This is an optimization exercise on Yosys and OpenROAD, whose aim is small area, not a production implementation. At most, simulation tests tie the RTL to the original design; equivalence was not proved. The clock input has no modelled driver; a real chip could not lean on it and would need a root buffer or a full tree. Power figures rest on the tool's default switching activity, not on a simulated workload.

Setup of the baseline:
Design sonic, start of the top module:
module sonic(
	input clk,
	input rst,
	output reg trigger,
	input echo,
	output reg [3:0]num0,
	output [3:0]num1,
	output near
);
localparam [22:0] LZ = 23'd7813801;
localparam [11:0] PZ = 12'd974;
reg [22:0] L;
wire endHigh = trigger & L[1] & L[5] & L[8] & L[9] & L[15] & ~L[20] & L[21];
wire endLow = (L == LZ);
wire lfb = L[22] ^ L[17];
always @(posedge clk) begin
	if (rst) begin
		L <= LZ;
		trigger <= 1'b0;
	end else begin
		L <= ~({L[21:0], lfb} ^ {4'b0, endHigh, 18'b0});
		if (endLow) trigger <= 1'b1;
		else if (endHigh) trigger <= 1'b0;
	end
end
reg [11:0] P;
reg [3:0] u, t;
reg flag;
reg [3:0] n1c;
wire pw = P[1] & ~P[2] & P[5] & ~P[6] & ~P[8] & P[9] & ~P[10] & ~P[11];
wire pfb = P[11] ^ P[10];
wire sat = t[3] & t[2];
always @(posedge clk) begin
	if (rst | ~echo | pw) P <= PZ;
	else P <= ~{P[10:0], pfb};
	if (rst | ~echo) begin
		u <= 4'd0;
		t <= 4'd0;
	end else if (pw & ~sat) begin
		if (u == 4'd9) begin
			if (t == 4'd9) begin
				u <= 4'd12;
				t <= 4'd12;
			end else begin
				u <= 4'd0;
				t <= t + 4'd1;
			end
		end else
			u <= u + 4'd1;
	end
	flag <= ~rst & echo;
	if (rst) begin
		num0 <= 4'd0;
		n1c <= 4'd10;
  ...
Settings: LEC_CHECK=0, CAP_MARGIN=20, CORE_MARGIN=2, CORE_UTILIZATION=40, SLEW_MARGIN=20; clock period 25.0 ns.
standard.sh (not shown) runs the stock make flow with config.mk's settings and CLKGATE_MAP_FILE= SYNTH_SCRIPT=/design/flow/synth_recipe.tcl, a recipe that flattens the netlist after the stock synthesis.
==> flow/flow/run.sh <==
#!/bin/bash
# Standard ORFS layout (the standard.sh, standard synthesis unchanged) with two
# placement/CTS options changed:
#  - port buffers are the smallest buffer cell instead of the one buffer_ports picks;
#  - clock tree built from small clock buffers, without dummy balancing loads.
set -euo pipefail
export BUFFER_PORTS_ARGS="-buffer_cell sky130_fd_sc_hd__buf_1"
export CTS_ARGS="-sink_clustering_enable -repair_clock_nets -dont_use_dummy_load -buf_list {sky130_fd_sc_hd__clkbuf_2 sky130_fd_sc_hd__clkbuf_4 sky130_fd_sc_hd__clkbuf_8}"
bash standard.sh > standard_flow.log 2>&1
Changes in the candidate relative to the baseline:
==> flow/run.sh (new file) <==
#!/bin/bash
# synth_recipe.tcl (not shown) runs the flow's synth.tcl, then flattens the netlist and writes it again
# the make line also repeats each setting of config.mk as NAME=value (left out here)
make -C /OpenROAD-flow-scripts/flow DESIGN_CONFIG=/design/flow/config.mk WORK_HOME=/design/flow/orfs CLKGATE_MAP_FILE= SYNTH_SCRIPT=/design/flow/synth_recipe.tcl finish
removed: flow/flow/run.sh
removed: flow/standard.sh
### Flow results
[the candidate] final worst-path setup slack fell 0.81 ns relative to the baseline. Compared the candidate vs the baseline, and relative contribution of combinational cells to total power is down in the candidate. From the baseline to the candidate the numbers moved as follows: final critical-path share of the clock period went up, final area went up, met2 wire length went up, largest stage delay on the critical path went up. Global-route usage (the candidate over the baseline): increase, 0.61 points.


willow:
The RTL this note starts from:
==> flow/design.v <==
module sonic(
	input clk,
	input rst,
	output reg trigger,
	input echo,
	output reg [3:0]num0,
	output [3:0]num1,
	output near
);
localparam [22:0] LZ = 23'd7813801;
localparam [11:0] PZ = 12'd974;
reg [22:0] L;
wire endHigh = trigger & L[1] & L[5] & L[8] & L[9] & L[15] & ~L[20] & L[21];
wire endLow = (L == LZ);
wire lfb = L[22] ^ L[17];
always @(posedge clk) begin
	if (rst) begin
		L <= LZ;
		trigger <= 1'b0;
	end else begin
		L <= ~({L[21:0], lfb} ^ {4'b0, endHigh, 18'b0});
		if (endLow) trigger <= 1'b1;
		else if (endHigh) trigger <= 1'b0;
	end
end
reg [11:0] P;
reg [3:0] u, t;
reg flag;
reg [3:0] n1c;
wire pw = P[1] & ~P[2] & P[5] & ~P[6] & ~P[8] & P[9] & ~P[10] & ~P[11];
wire pfb = P[11] ^ P[10];
wire sat = t[3] & t[2];
wire inc = pw & ~sat;
wire ci = inc & u[0];
wire t9 = t[3] & t[0];
wire tc = ci & u[3];
wire tci = tc & t[0];
always @(posedge clk) begin
	if (rst | ~echo | pw) P <= PZ;
	else P <= ~{P[10:0], pfb};
	if (rst | ~echo) begin
		u <= 4'd0;
		t <= 4'd0;
	end else begin
		u <= u ^ {ci & (u[1] & u[2] | u[3] & ~t9), ci & (u[1] | u[3] & t9), ci & ~u[3], inc};
		t <= t ^ {tci & t[1] & t[2], tci & (t[1] | t[3]), tci & ~t[3], tc};
	end
	flag <= ~rst & echo;
	if (rst) begin
		num0 <= 4'd0;
		n1c <= 4'd10;
	end else if (flag & ~echo) begin
		num0 <= u;
		n1c <= t;
	end
end
assign num1 = {n1c[3] & ~n1c[1], n1c[2], n1c[1] & ~n1c[3], n1c[0]};
assign near = ~n1c[3] & ~n1c[2];
endmodule
export LEC_CHECK = 0
export CAP_MARGIN = 20
export CORE_MARGIN = 2
export CORE_UTILIZATION = 40
export SLEW_MARGIN = 20
create_clock -name core_clock -period 25.0 [get_ports {clk}]
==> flow/flow/run.sh <==
#!/bin/bash
# The standard layout (standard.sh) with these changes:
#  - synthesis maps logic with an area-oriented ABC script (flow/abc_area_map.script)
#    in place of ORFS's abc_speed.script; everything else in synthesis, including
#    synth_recipe.tcl and register mapping, is unchanged;
#  - port buffers are the smallest buffer cell instead of the one buffer_ports picks;
#  - the clock tree is one clock buffer (flow/clock_buffer.tcl) in place of TritonCTS;
#    the rest of ORFS's CTS step (timing repair, placement legalisation) is unchanged.
# Each tool's output goes to the ORFS logs under orfs/logs and to standard_flow.log.
set -euo pipefail
here=$(pwd)
rm -rf "$here/scripts_mod"
cp -r "$FLOW_HOME/scripts" "$here/scripts_mod"
cp "$here/flow/abc_area_map.script" "$here/scripts_mod/abc_speed.script"
sed -i 's|^log_cmd clock_tree_synthesis {\*}\$cts_args$|source $::env(CLOCK_BUFFER_TCL)|' "$here/scripts_mod/cts.tcl"
grep -q CLOCK_BUFFER_TCL "$here/scripts_mod/cts.tcl"
export CLOCK_BUFFER_TCL="$here/flow/clock_buffer.tcl"
export CLOCK_BUFFER_CELL=sky130_fd_sc_hd__clkbuf_16
export CLOCK_BUFFER_COUNT=2
export BUFFER_PORTS_ARGS="-buffer_cell sky130_fd_sc_hd__buf_1"
bash standard.sh SCRIPTS_DIR="$here/scripts_mod" finish > standard_flow.log 2>&1
==> flow/flow/clock_buffer.tcl <==
# Clock distribution used in place of TritonCTS for this small design: the
# clock port drives CLOCK_BUFFER_COUNT clock buffers, each placed at the centre
# of a cluster of register clock pins (k-means on the placed registers) and
# driving the clock pins of that cluster.
set cell $::env(CLOCK_BUFFER_CELL)
set k $::env(CLOCK_BUFFER_COUNT)
set block [ord::get_db_block]
set port_net [$block findNet clk]
set master [[ord::get_db] findMaster $cell]
set pins {}
foreach iterm [$port_net getITerms] {
  set loc [[$iterm getInst] getLocation]
  lappend pins [list $iterm [lindex $loc 0] [lindex $loc 1]]
}
set n [llength $pins]
# initial centres: pins spread along the sorted x order
set sorted [lsort -integer -index 1 $pins]
set cx {}
set cy {}
for {set c 0} {$c < $k} {incr c} {
  set p [lindex $sorted [expr {int(($c + 0.5) * $n / $k)}]]
  lappend cx [lindex $p 1]
  lappend cy [lindex $p 2]
}
for {set it 0} {$it < 50} {incr it} {
  set assign {}
  foreach p $pins {
    set best 0
    set bd -1
    for {set c 0} {$c < $k} {incr c} {
      set dx [expr {[lindex $p 1] - [lindex $cx $c]}]
      set dy [expr {[lindex $p 2] - [lindex $cy $c]}]
      set d [expr {abs($dx) + abs($dy)}]
      if {$bd < 0 || $d < $bd} { set bd $d; set best $c }
    }
    lappend assign $best
  }
  set ncx {}
  set ncy {}
  for {set c 0} {$c < $k} {incr c} {
    set sx 0; set sy 0; set m 0
    foreach p $pins a $assign {
      if {$a == $c} { incr sx [lindex $p 1]; incr sy [lindex $p 2]; incr m }
    }
    if {$m > 0} {
      lappend ncx [expr {$sx / $m}]; lappend ncy [expr {$sy / $m}]
    } else {
      lappend ncx [lindex $cx $c]; lappend ncy [lindex $cy $c]
    }
  }
  set cx $ncx
  set cy $ncy
}
$port_net setSigType CLOCK
for {set c 0} {$c < $k} {incr c} {
  set buf [odb::dbInst_create $block $master clkbuf_leaf_$c]
  set leaf [odb::dbNet_create $block clknet_leaf_$c]
  $leaf setSigType CLOCK
  set m 0
  foreach p $pins a $assign {
    if {$a == $c} {
      set iterm [lindex $p 0]
      $iterm disconnect
      $iterm connect $leaf
      incr m
    }
  }
  [$buf findITerm A] connect $port_net
  [$buf findITerm X] connect $leaf
  $buf setLocation [lindex $cx $c] [lindex $cy $c]
  $buf setPlacementStatus PLACED
  puts "clock_buffer.tcl: $cell clkbuf_leaf_$c drives $m clock pins"
}
Other scripts of this flow, unchanged in this note and not shown: flow/flow/abc_area_map.script
willow has completed all stages; timing, DRC and antenna checks passed.
#### Input delta (yarrow over willow)
diff --git a/flow/flow/run.sh b/flow/flow/run.sh
--- a/flow/flow/run.sh
+++ b/flow/flow/run.sh
@@ -17,4 +17,4 @@
 export CLOCK_BUFFER_TCL="$here/flow/clock_buffer.tcl"
-export CLOCK_BUFFER_CELL=sky130_fd_sc_hd__clkbuf_16
-export CLOCK_BUFFER_COUNT=2
+export CLOCK_BUFFER_CELL=sky130_fd_sc_hd__clkbuf_8
+export CLOCK_BUFFER_COUNT=3
 export BUFFER_PORTS_ARGS="-buffer_cell sky130_fd_sc_hd__buf_1"
### Flow results
yarrow | stages: all done | timing, DRC, antenna: all pass. Cell area is lower on yarrow. The leakage power figure number comes out lower for yarrow vs willow. [compare] base=willow new=yarrow: met1 demand-to-capacity share in global routing down 0.51 points; combinational fraction of design power flat; register-to-register slack up 30 ps; final critical path time including I/O delays and setup down 43 ps.
No run of this note included a check of the RTL's function; only the layout flow was run. No run of this note takes its clock network from TritonCTS; it comes from the design's own scripts or RTL.

re-timing with driven ports:
Ports are ideal in the flow. The routed layouts listed here were re-timed in OpenROAD.
Step 1 (the two cells are an assumption about what drives the block):
set clk [get_ports {clk}]
set_driving_cell -lib_cell sky130_fd_sc_hd__clkbuf_16 $clk
set_driving_cell -lib_cell sky130_fd_sc_hd__buf_2 [delete_from_list [all_inputs] $clk]
Step 2 also shifts input and output timing later by t, the mid clock arrival at the registers, as if the neighbouring blocks saw the same clock.
a / b / c = ideal / step 1 / step 2; a / b = the first two.
run	t, ns	setup slack, ns	hold WS [ns]	slew at the worst register clock pin (ns)	pins driven straight from the clock port
the baseline	0.313	19.023 / 19.028 / 18.715	0.371 / 0.371 / 0.371	0.09 / 0.09	1
the candidate	0.327	18.209 / 18.212 / 17.885	0.375 / 0.375 / 0.375	0.10 / 0.10	1
willow	0.202	18.323 / 18.350 / 18.148	0.384 / 0.384 / 0.384	0.10 / 0.10	2
yarrow	0.200	18.366 / 18.391 / 18.191	0.388 / 0.388 / 0.388	0.10 / 0.10	3
After both steps setup and hold are still met in every run listed. The setup slack of the candidate, which loses most, moves by +0.003 ns with the drivers and by -0.324 ns with both steps.
